Source: an optimization exercise on an open RTL-to-GDS flow (aim: small area). Production flows keep margins and buffers that such runs may drop. Function was checked by simulation only, so behaviour that the tests miss may differ from the original. Power is estimated from default activity; no workload was simulated.

===== design/flow/design.v =====
module baud_rate_gen(
    input  i_clk,
    input  i_rst,
    output baud_en
);
    localparam [13:0] RELOAD = 14'b00011110101000;
    localparam [13:0] TICK   = 14'b11000010101100;
    localparam [13:0] TMASK  = 14'b10111111011110;
    reg  [13:0] p;
    wire det = ((p ^ TICK) & TMASK) == 14'd0;
    wire en  = i_rst & ~det;
    always @(posedge i_clk) begin
        p[13:1] <= en ? ~p[12:0] : RELOAD[13:1];
        p[0]    <= ~i_rst | (~det & (p[13] ^ (p[0] & p[2])));
    end
    assign baud_en = det;
endmodule
module UART_INTERFACE #(parameter data_width = 8)(
    input i_clk,
    input i_rst,
    input  [data_width - 1 : 0] s_axis_data,
    input                       s_axis_valid,
    output                      s_axis_ready,
    output [data_width - 1 : 0] m_axis_data,
    output                      m_axis_valid,
    input                       m_axis_ready
);
    localparam [3:0] IDLE = 4'd0,  START = 4'd1, SB = 4'd2,
                     B1 = 4'd3, B2 = 4'd4, B3 = 4'd5, B4 = 4'd6,
                     B5 = 4'd7, B6 = 4'd8, B7 = 4'd9, B8 = 4'd10,
                     T = 4'd11, E0 = 4'd12, E1 = 4'd13;
    wire tick;
    baud_rate_gen generator(.i_clk(i_clk), .i_rst(i_rst), .baud_en(tick));
    reg [3:0] st, nst;
    reg [7:0] txd, rxd;
    wire tx_idle = (st == IDLE) | (st == T) | (st == E0);
    wire cap = s_axis_valid & tx_idle;
    always @(*) begin
        case (st)
            IDLE:    nst = s_axis_valid ? START : IDLE;
            START:   nst = tick ? SB : START;
            SB:      nst = tick ? B1 : SB;
            B1:      nst = tick ? B2 : B1;
            B2:      nst = tick ? B3 : B2;
            B3:      nst = tick ? B4 : B3;
            B4:      nst = tick ? B5 : B4;
            B5:      nst = tick ? B6 : B5;
            B6:      nst = tick ? B7 : B6;
            B7:      nst = tick ? B8 : B7;
            B8:      nst = tick ? T : B8;
            T:       nst = s_axis_valid ? E1 : E0;
            E0:      nst = s_axis_valid ? START : IDLE;
            E1:      nst = START;
            default: nst = IDLE;
        endcase
        if (!i_rst) nst = IDLE;
    end
    wire [7:0] mask;
    assign mask[0] = (nst == B2) | (nst == B3) | (nst == B4) | (nst == B5) | (nst == B6) | (nst == B7) | (nst == B8) | (nst == T) | (nst == E0) | (nst == E1);
    assign mask[1] = (nst == B3) | (nst == B4) | (nst == B5) | (nst == B6) | (nst == B7) | (nst == B8) | (nst == T) | (nst == E0) | (nst == E1);
    assign mask[2] = (nst == B4) | (nst == B5) | (nst == B6) | (nst == B7) | (nst == B8) | (nst == T) | (nst == E0) | (nst == E1);
    assign mask[3] = (nst == B5) | (nst == B6) | (nst == B7) | (nst == B8) | (nst == T) | (nst == E0) | (nst == E1);
    assign mask[4] = (nst == B6) | (nst == B7) | (nst == B8) | (nst == T) | (nst == E0) | (nst == E1);
    assign mask[5] = (nst == B7) | (nst == B8) | (nst == T) | (nst == E0) | (nst == E1);
    assign mask[6] = (nst == B8) | (nst == T) | (nst == E0) | (nst == E1);
    assign mask[7] = (nst == T) | (nst == E0) | (nst == E1);
    always @(posedge i_clk) begin
        st <= nst;
        if (cap) txd <= s_axis_data;
        rxd <= txd & mask;
    end
    assign s_axis_ready = tick & tx_idle;
    assign m_axis_valid = (st == E0) | (st == E1);
    assign m_axis_data  = rxd;
endmodule

===== design/flow/run.sh =====
#!/bin/bash
# synth_recipe.tcl (not shown) runs the flow's synth.tcl, then flattens the netlist and writes it again
# the make line also repeats each setting of config.mk as NAME=value (left out here)
make -C /OpenROAD-flow-scripts/flow DESIGN_CONFIG=/design/flow/config.mk WORK_HOME=/design/flow/orfs CLKGATE_MAP_FILE= SYNTH_SCRIPT=/design/flow/synth_recipe.tcl finish

===== design/flow/config.mk =====
export PLATFORM = sky130hd
export DESIGN_NAME = UART_INTERFACE
export DESIGN_NICKNAME = UART_INTERFACE
export VERILOG_FILES = /design/flow/design.v
export SDC_FILE = /design/flow/constraint.sdc
export NUM_CORES = 4
export LEC_CHECK = 0
export CAP_MARGIN = 20
export CORE_MARGIN = 2
export CORE_UTILIZATION = 40
export SETUP_SLACK_MARGIN = 3
export SLEW_MARGIN = 20

===== design/flow/constraint.sdc =====
create_clock -name core_clock -period 20.0 [get_ports {i_clk}]
set_input_delay 4.0000 -clock core_clock [delete_from_list [all_inputs] [get_ports {i_clk}]]
set_output_delay 4.0000 -clock core_clock [all_outputs]
set_load 0.01 [all_outputs]

==> out/qor.csv, run 1 <==
stage,metric,value,unit
clocking,Post CTS Setup Buffer Count,0,
finish,sequential standard cell area,761,um2
worst_setup_path,Critical Path Slowest Stage Cell,dfxtp_1,
sta,Final Max Tran Viols,0,
logic_synthesis,register area share after synthesis,56.7,%
logic_synthesis,Seq cells post-synth,34,
worst_setup_path,crit-path max cell delay,660,ps
worst_setup_path,worst-path cell chain,nor2b_1 -> or3_1 -> a21oi_1 -> a21oi_1 -> nor2_1 -> clkdlybuf4s50_1,
place,HPWL Detailed,1.83,mm
worst_setup_path,worst path required time,16000,ps
sta,worst hold margin,385,ps
logic_synthesis,Post-synth ARST share,0,%
floorplan,num rows,21,
global_routing,vias in the first global route,910,
logic_synthesis,cell area after synthesis,0.00134,mm2
finish,Multi-input gate area,538,um2
clocking,CTS tree,built,
floorplan,IO Pins,22,
worst_setup_path,Worst Setup Start Kind,flip-flop,
global_routing,Tot GR Track Use,15.4,%
route,DR pass1 iterations,4,
sta,setup TNS,0,ps
logic_synthesis,Post-Syn Nets,136,
route,# DRC,0,
sta,endpoints failing setup,0,
floorplan,Die Area,0.00384,mm2
clocking,cts bufs inserted,5,
run_status,status,finished clean,
clocking,Root Buffer,clkbuf_4,
sta,relative slew slack,48.8,%
hold_path,hold_sp,generator.p[6],
route,Final ANT Viol Nets,0,
route,DR vias/cell,5.10,
clocking,CTS resizes,0,
finish,share of cells above drive strength 1,8.28,%
worst_setup_path,Crit. End Element,primary output,
pwr,cell area power density,71.7,mW/mm2
hold_path,Hold Crit Class,flip-flop to flip-flop,
clocking,Longest Clk Path Bufs,2,
finish,ant diodes,0,
logic_synthesis,syn avg cell area,10.8,um2
logic_synthesis,yosys warns,2,
flow_run,maxcap violations,0,
floorplan,area of the core,0.00328,mm2
place,gp weighted congestion,0.802,
sta,Tcrit/Tclk final,31.7,%
route,routed len/inst,13.3,um
route,routed vias,974,
sta,Final min period,6340,ps
global_routing,antenna violations before repair,0,
sta,Fmax,158,MHz
sta,clock skew after layout,7.30,ps
sta,final hold vios,0,
worst_setup_path,Setup Crit Path Kind,flip-flop to primary output,
worst_setup_path,worst reg2reg path depth,5,
sta,RSZ-0062 raised after global routing,no,
floorplan,die width,61.9,um
floorplan,Die H,61.9,um
finish,nets,156,
worst_setup_path,Worst Path Max Fanout,14,
global_routing,first-pass GRT wire length,4.16,mm
worst_setup_path,critical path's top delay family,flip-flops,
worst_setup_path,"most used cell, CP",a21oi_1,
logic_synthesis,Yosys cell types,41,
finish,fin area,0.00162,mm2
pwr,Total Power,116,uW
finish,fill cell count,324,
worst_setup_path,reg2reg setup slack,17680,ps
hold_path,hold path cells,1,
clocking,cts hold-fix bufs,0,
global_routing,largest net degree at the start of global routing,15,
hold_path,Hold EP,generator.p[7],
route,WL final,2.54,mm
route,DRT iter0 DRCs,18,
finish,Synth-to-Final Area Change,20.4,%
worst_setup_path,FF-to-FF Start,st[2],
pwr,Max VDD drop,43.8,uV
logic_synthesis,"EDFF count, synth",8,
clocking,CTS Sinks,34,
pwr,Pleak,0.622,nW
logic_synthesis,Syn Inst Count,124,
place,IO buf count,20,
worst_setup_path,WP data arrival,2340,ps
place,Post-Place Cell Area,0.00157,mm2
worst_setup_path,WP buf/inv,1,
logic_synthesis,Synth Flop Type,dfxtp_1,
worst_setup_path,RR Endpoint,txd[3],
finish,fin util,49.2,%
floorplan,Starting Density,40.9,%
clocking,clk latency of the worst-skew pair,330,ps
clocking,Worst-path clk slew,90,ps
global_routing,Congestion Overflow GR,0,
clocking,H-tree levels,2,
sta,Worst Tran Pin Value,767,ps
==> cell type report <==
type / count / area share [%]
sequential: 34 / 47.1
multi-input combinational: 80 / 33.3
timing repair buffer: 20 / 12.4
tap: 46 / 3.56
clock buffer: 5 / 2.32
clock inverter: 3 / 0.697
inverter: 3 / 0.697
==> synthesized netlist by cell type (2+ instances only) <==
master    instances  area share, %
clkbuf_1          4            1.1
nor2b_1           7            3.3
a21oi_1           6            2.2
and4_1            2            1.3
edfxtp_1          8             18
nor2_1           10            2.8
o21a_1            2            1.1
nand4_1           2           0.93
o311a_1           2            1.5
and2_1            4            1.9
nor3_1            3            1.1
a21boi_0          2            1.1
nand2_1          12            3.4
buf_2             2           0.75
nand3b_1          2            1.1
nand3_1           4            1.5
inv_1             3           0.84
dfxtp_1          26             39
==> power by group <==
group | switching (mW) | internal (mW) | total [mW]
combinational | 0.00341 | 0.00385 | 0.00726
clock | 0.0213 | 0.0125 | 0.0338
sequential | 0.00170 | 0.0731 | 0.0748
==> stage by stage <==
| stage | instances | setup slack, ps |
|---|---|---|
| after floorplan | 124 | 14780 |
| after global placement | 183 | 14060 |
| after detailed placement | 183 | 14030 |
| after CTS | 191 | 13670 |
| after global routing | 191 | 13420 |
| final | 191 | 13660 |
==> state kept, by name, indices dropped and copies added, names as in the netlist <==
| name | count |
|---|---|
| txd | 8 |
| rxd | 8 |
| st | 4 |
| generator.p | 14 |
==> how the worst max path moves through the flow <==
stage	cells past startpoint	to	startpoint	slack (ps)
after detailed placement	6	s_axis_ready	st[2]	14030
final	6	s_axis_ready	st[2]	13660
after global routing	6	s_axis_ready	st[2]	13420
after CTS	6	s_axis_ready	st[2]	13670
after floorplan	6	s_axis_ready	st[3]	14780
after global placement	6	s_axis_ready	st[2]	14060
==> kinds of logic after synthesis <==
kind of cell / share of synthesized area (%)
compound gates: 11.8
mux: 0.746
simple gates: 26.2
xor+xnor: 1.30
buf+inv: 3.26
flops: 56.7
==> placed cells by master, fill, tap and decap left out, drive strengths merged, types with 3 or more instances in the layout <==
cell / Yosys / layout
clkbuf: 4 / 5
clkdlybuf4s50: 0 / 20
dfxtp: 26 / 26
nand2: 12 / 12
a21oi: 6 / 6
and2: 4 / 4
nand3: 4 / 4
edfxtp: 8 / 8
nor2b: 7 / 7
nor2: 10 / 10
nor3: 3 / 3
clkinv: 0 / 3
inv: 3 / 3
==> worst reg2reg max path, stage by stage, from the launching register on <==
cell     delay, ps
dfxtp_1        660
nor2b_1        160
or3_1          330
a21oi_1        120
a21oi_1         70
nor2b_1        620
==> routing by layer <==
| metal | track usage, % | part of all wire [%] |
|---|---|---|
| met2 | 22.4 | 44 |
| met4 | 6.38 | 2.0 |
| met3 | 6.42 | 5.6 |
| met1 | 20.4 | 48 |
| met5 | 0 | 0 |
==> run 2: changes to the inputs <==
==> design/flow/flow/run.sh (new file) <==
#!/bin/bash
# The standard ORFS layout, with three changes that only affect cell sizes:
# the port buffers use the smallest buffer, the clock tree uses one buffer
# size without dummy loads, and non-critical gates are downsized after
# global routing.
set -euo pipefail
export BUFFER_PORTS_ARGS="-buffer_cell sky130_fd_sc_hd__buf_1"
export RECOVER_POWER=100
export CTS_ARGS="-sink_clustering_enable -repair_clock_nets -dont_use_dummy_load -buf_list sky130_fd_sc_hd__clkbuf_8 -sink_clustering_size 40 -sink_clustering_max_diameter 100"
bash standard.sh > flow_standard.log 2>&1
==> design/flow/standard.sh (new file) <==
#!/bin/bash
# synth_recipe.tcl (not shown) runs the flow's synth.tcl, then flattens the netlist and writes it again
# the make line also repeats each setting of config.mk as NAME=value (left out here)
make -C /OpenROAD-flow-scripts/flow DESIGN_CONFIG=/design/flow/config.mk WORK_HOME=/design/flow/orfs CLKGATE_MAP_FILE= SYNTH_SCRIPT=/design/flow/synth_recipe.tcl "${@:-finish}"
removed: design/flow/run.sh
==> out/qor.csv, run 2 <==
stage,metric,value,unit,change
finish,Final Instance Count excl. Fillers,188,,was 191
logic_synthesis,Post-Synth Adder-Cell Area,0,%,unchanged
route,WL final,2.61,mm,was 2.54 mm
logic_synthesis,Syn Inst Count,124,,unchanged
sta,RSZ-0062 raised after global routing,no,,unchanged
route,DR pass1 iterations,4,,unchanged
pwr,Max VDD drop,39.7,uV,was 43.8 uV
floorplan,Die H,61.9,um,unchanged
sta,Tcrit/Tclk final,29.8,%,was 31.7%
sta,clock skew after layout,9.95,ps,was 7.30 ps
logic_synthesis,Synth Area in XOR/XNOR,1.30,%,unchanged
pwr,Pleak,0.576,nW,was 0.622 nW
logic_synthesis,Seq cells post-synth,34,,unchanged
finish,Synth-to-Final Area Change,11.5,%,was 20.4%
sta,Final Max Tran Viols,0,,unchanged
worst_setup_path,"most used cell, CP",a21oi_1,,unchanged
worst_setup_path,worst-path cell chain,nor2b_1 -> or3_1 -> a21oi_1 -> a21oi_1 -> nor2_1 -> buf_1,,was nor2b_1 -> or3_1 -> a21oi_1 -> a21oi_1 -> nor2_1 -> clkdlybuf4s50_1
floorplan,Die Area,0.00384,mm2,unchanged
clocking,CTS tree,built,,unchanged
finish,share of cells above drive strength 1,7.75,%,was 8.28%
run_status,status,finished clean,,unchanged
worst_setup_path,worst path required time,16000,ps,about the same
worst_setup_path,Critical Path Slowest Stage Cell,dfxtp_1,,unchanged
worst_setup_path,Setup Crit Path Kind,flip-flop to primary output,,unchanged
route,# DRC,0,,unchanged
sta,Final min period,5950,ps,was 6340 ps
route,DR vias/cell,5.20,,was 5.10
logic_synthesis,Post-synth ARST share,0,%,unchanged
finish,Regs by FF count,"generator.p (14), rxd (8), txd (8)",,unchanged
sta,Worst Tran Pin Value,766,ps,was 767 ps
floorplan,IO Pins,22,,unchanged
finish,"commonest non-fill, non-tap cell in the layout",dfxtp_1,,unchanged
hold_path,Hold Crit Class,flip-flop to flip-flop,,unchanged
logic_synthesis,Simple-Gate Fraction of Synth Area,26.2,%,unchanged
sta,endpoints failing setup,0,,unchanged
logic_synthesis,largest cells by area after synthesis,"dfxtp_1, edfxtp_1, nand2_1",,unchanged
sta,setup TNS,0,ps,unchanged
global_routing,largest net degree at the start of global routing,15,,unchanged
place,IO buf count,20,,unchanged
floorplan,num rows,21,,unchanged
logic_synthesis,Yosys cell types,41,,unchanged
logic_synthesis,complex-gate fraction of the synthesized area,11.8,%,unchanged
worst_setup_path,critical path's top delay family,flip-flops,,unchanged
clocking,clk latency of the worst-skew pair,280,ps,was 330 ps
finish,ant diodes,0,,unchanged
worst_setup_path,WP data arrival,1950,ps,was 2340 ps
logic_synthesis,Synth Flop Type,dfxtp_1,,unchanged
global_routing,Congestion Overflow GR,0,,unchanged
worst_setup_path,FF-to-FF Start,st[2],,unchanged
floorplan,die width,61.9,um,unchanged
logic_synthesis,cell area after synthesis,0.00134,mm2,unchanged
sta,relative slew slack,48.9,%,was 48.8%
finish,"commonest cells after routing, fill and taps aside","dfxtp_1, buf_1, nand2_1, nor2_1, edfxtp_1",,"was dfxtp_1, clkdlybuf4s50_1, nand2_1, nor2_1, edfxtp_1"
clocking,H-tree levels,2,,unchanged
flow_run,maxcap violations,0,,unchanged
logic_synthesis,syn avg cell area,10.8,um2,unchanged
place,placed cells,183,,unchanged
worst_setup_path,WP buf/inv,1,,unchanged
clocking,Root Buffer,clkbuf_8,,was clkbuf_4
route,Final ANT Viol Nets,0,,unchanged
route,DRT iter0 DRCs,52,,was 18
clocking,Longest Clk Path Bufs,2,,unchanged
finish,fin util,45.6,%,was 49.2%
hold_path,hold_sp,generator.p[6],,unchanged
finish,nets,156,,unchanged
worst_setup_path,Worst Path Max Fanout,14,,unchanged
worst_setup_path,Worst Setup Start Kind,flip-flop,,unchanged
place,gp weighted congestion,0.802,,about the same
worst_setup_path,CP Launch Point,st[2],,unchanged
worst_setup_path,crit-path max cell delay,650,ps,was 660 ps
clocking,cts bufs inserted,5,,unchanged
clocking,Worst-path clk slew,70,ps,was 90 ps
global_routing,Tot GR Track Use,16.0,%,was 15.4%
clocking,CTS Sinks,34,,unchanged
worst_setup_path,Crit. End Element,primary output,,unchanged
sta,final hold vios,0,,unchanged
finish,max reg flops,14,,unchanged
clocking,cts hold-fix bufs,0,,unchanged
clocking,CTS resizes,0,,unchanged
clocking,Post CTS Setup Buffer Count,0,,unchanged
place,HPWL Detailed,1.80,mm,was 1.83 mm
logic_synthesis,largest family of logic cells by synthesized area,simple AND/OR/NAND/NOR gates,,unchanged
logic_synthesis,"EDFF count, synth",8,,unchanged
logic_synthesis,Post-synth top cells,"dfxtp_1, nand2_1, nor2_1",,unchanged
floorplan,area of the core,0.00328,mm2,unchanged
logic_synthesis,Synth top area share,38.8,%,unchanged
floorplan,Starting Density,40.9,%,unchanged
finish,Biggest register,generator.p,,unchanged
logic_synthesis,most common cell in the netlist,dfxtp_1,,unchanged
pwr,cell area power density,83.2,mW/mm2,was 71.7 mW/mm2
global_routing,vias in the first global route,915,,was 910
global_routing,antenna violations before repair,0,,unchanged
global_routing,first-pass GRT wire length,4.28,mm,was 4.16 mm
logic_synthesis,post-synthesis mux area share,0.746,%,unchanged
logic_synthesis,register area share after synthesis,56.7,%,unchanged
sta,Fmax,168,MHz,was 158 MHz
route,routed len/inst,13.9,um,was 13.3 um
logic_synthesis,Post-Syn Nets,136,,unchanged
route,routed vias,977,,was 974
logic_synthesis,yosys warns,2,,unchanged
logic_synthesis,largest area contributor in the netlist,dfxtp_1,,unchanged
## run 2: cell counts after synthesis
No cell type changed its count.
## run 2: path summary, 6_finish.rpt
kind | cells past startpoint | slack [ps] | endpoint
setup / recovery | 6 | 14050 | s_axis_ready
hold / removal | 1 | 380 | generator.p[7]
setup reg to reg | 5 | 17620 | txd[2]
hold reg to reg | 1 | 380 | generator.p[7]
## run 2: report_power, final
| part | internal, mW | switching [mW] |
|---|---|---|
| Combinational | 0.00239 | 0.00326 |
| Clock | 0.0224 | 0.0215 |
| Sequential | 0.0733 | 0.00174 |
| Total | 0.0980 | 0.0265 |
## run 2: cell families (layout without fill, tap and decap cells)
family	Yosys count	in the layout
buf+inv	10	28
xor+xnor	2	2
flops	34	34
mux	1	1
simple gates	57	57
compound gates	20	20
## run 2: layout make-up
cell class                 count  area, um2
tap                           46       57.6
timing repair buffer          20       75.1
inverter                       3       11.3
clock buffer                   5       68.8
sequential                    34        761
multi-input combinational     80        523
fill                         311       1790
## run 2: layer usage
metal / vias up / global-route usage (%) / share of wire, %
met3: 8 / 5.38 / 5.2
met4: 0 / 10.3 / 3.3
met2: 31 / 22.1 / 43
met5: - / 0 / 0
li1: 481 / - / -
met1: 457 / 21.2 / 48
## run 2: per-stage QoR
| stage | area [um2] | worst slack [ps] | power, mW | hold WS, ps |
|---|---|---|---|---|
| 2_1_floorplan | 1340 | 14780 | 0.0803 | 353 |
| 3_3_place_gp | 1440 | 14460 | 0.0822 | 362 |
| 3_5_place_dp | 1440 | 14400 | 0.0825 | 365 |
| 4_1_cts | 1510 | 14070 | 0.126 | 378 |
| 5_1_grt | 1500 | 13900 | 0.130 | 397 |
| 6_report | 1500 | 14050 | 0.124 | 379 |

[separate check: timing with driven ports]
The results above use ideal ports. As a check the final layouts listed here were re-extracted and re-timed, cells and wires unchanged. Step 1 assumes that a clkbuf_16 drives the clock port and a buf_2 every other input. Step 2 times the ports against the registers' clock, not the clock port: input delays grow and output delays shrink by t, the midpoint of the rising clock arrivals with the driver on. Three values: ideal, step 1, step 2; two values: the first two.
run | t, ns | slack for setup (ns) | worst setup path at the end
run 1 | 0.351 | 13.662 / 13.638 / 13.989 | register to output
run 2 | 0.304 | 14.045 / 14.018 / 14.322 | register to output
After both steps setup and hold are still met in every run listed.
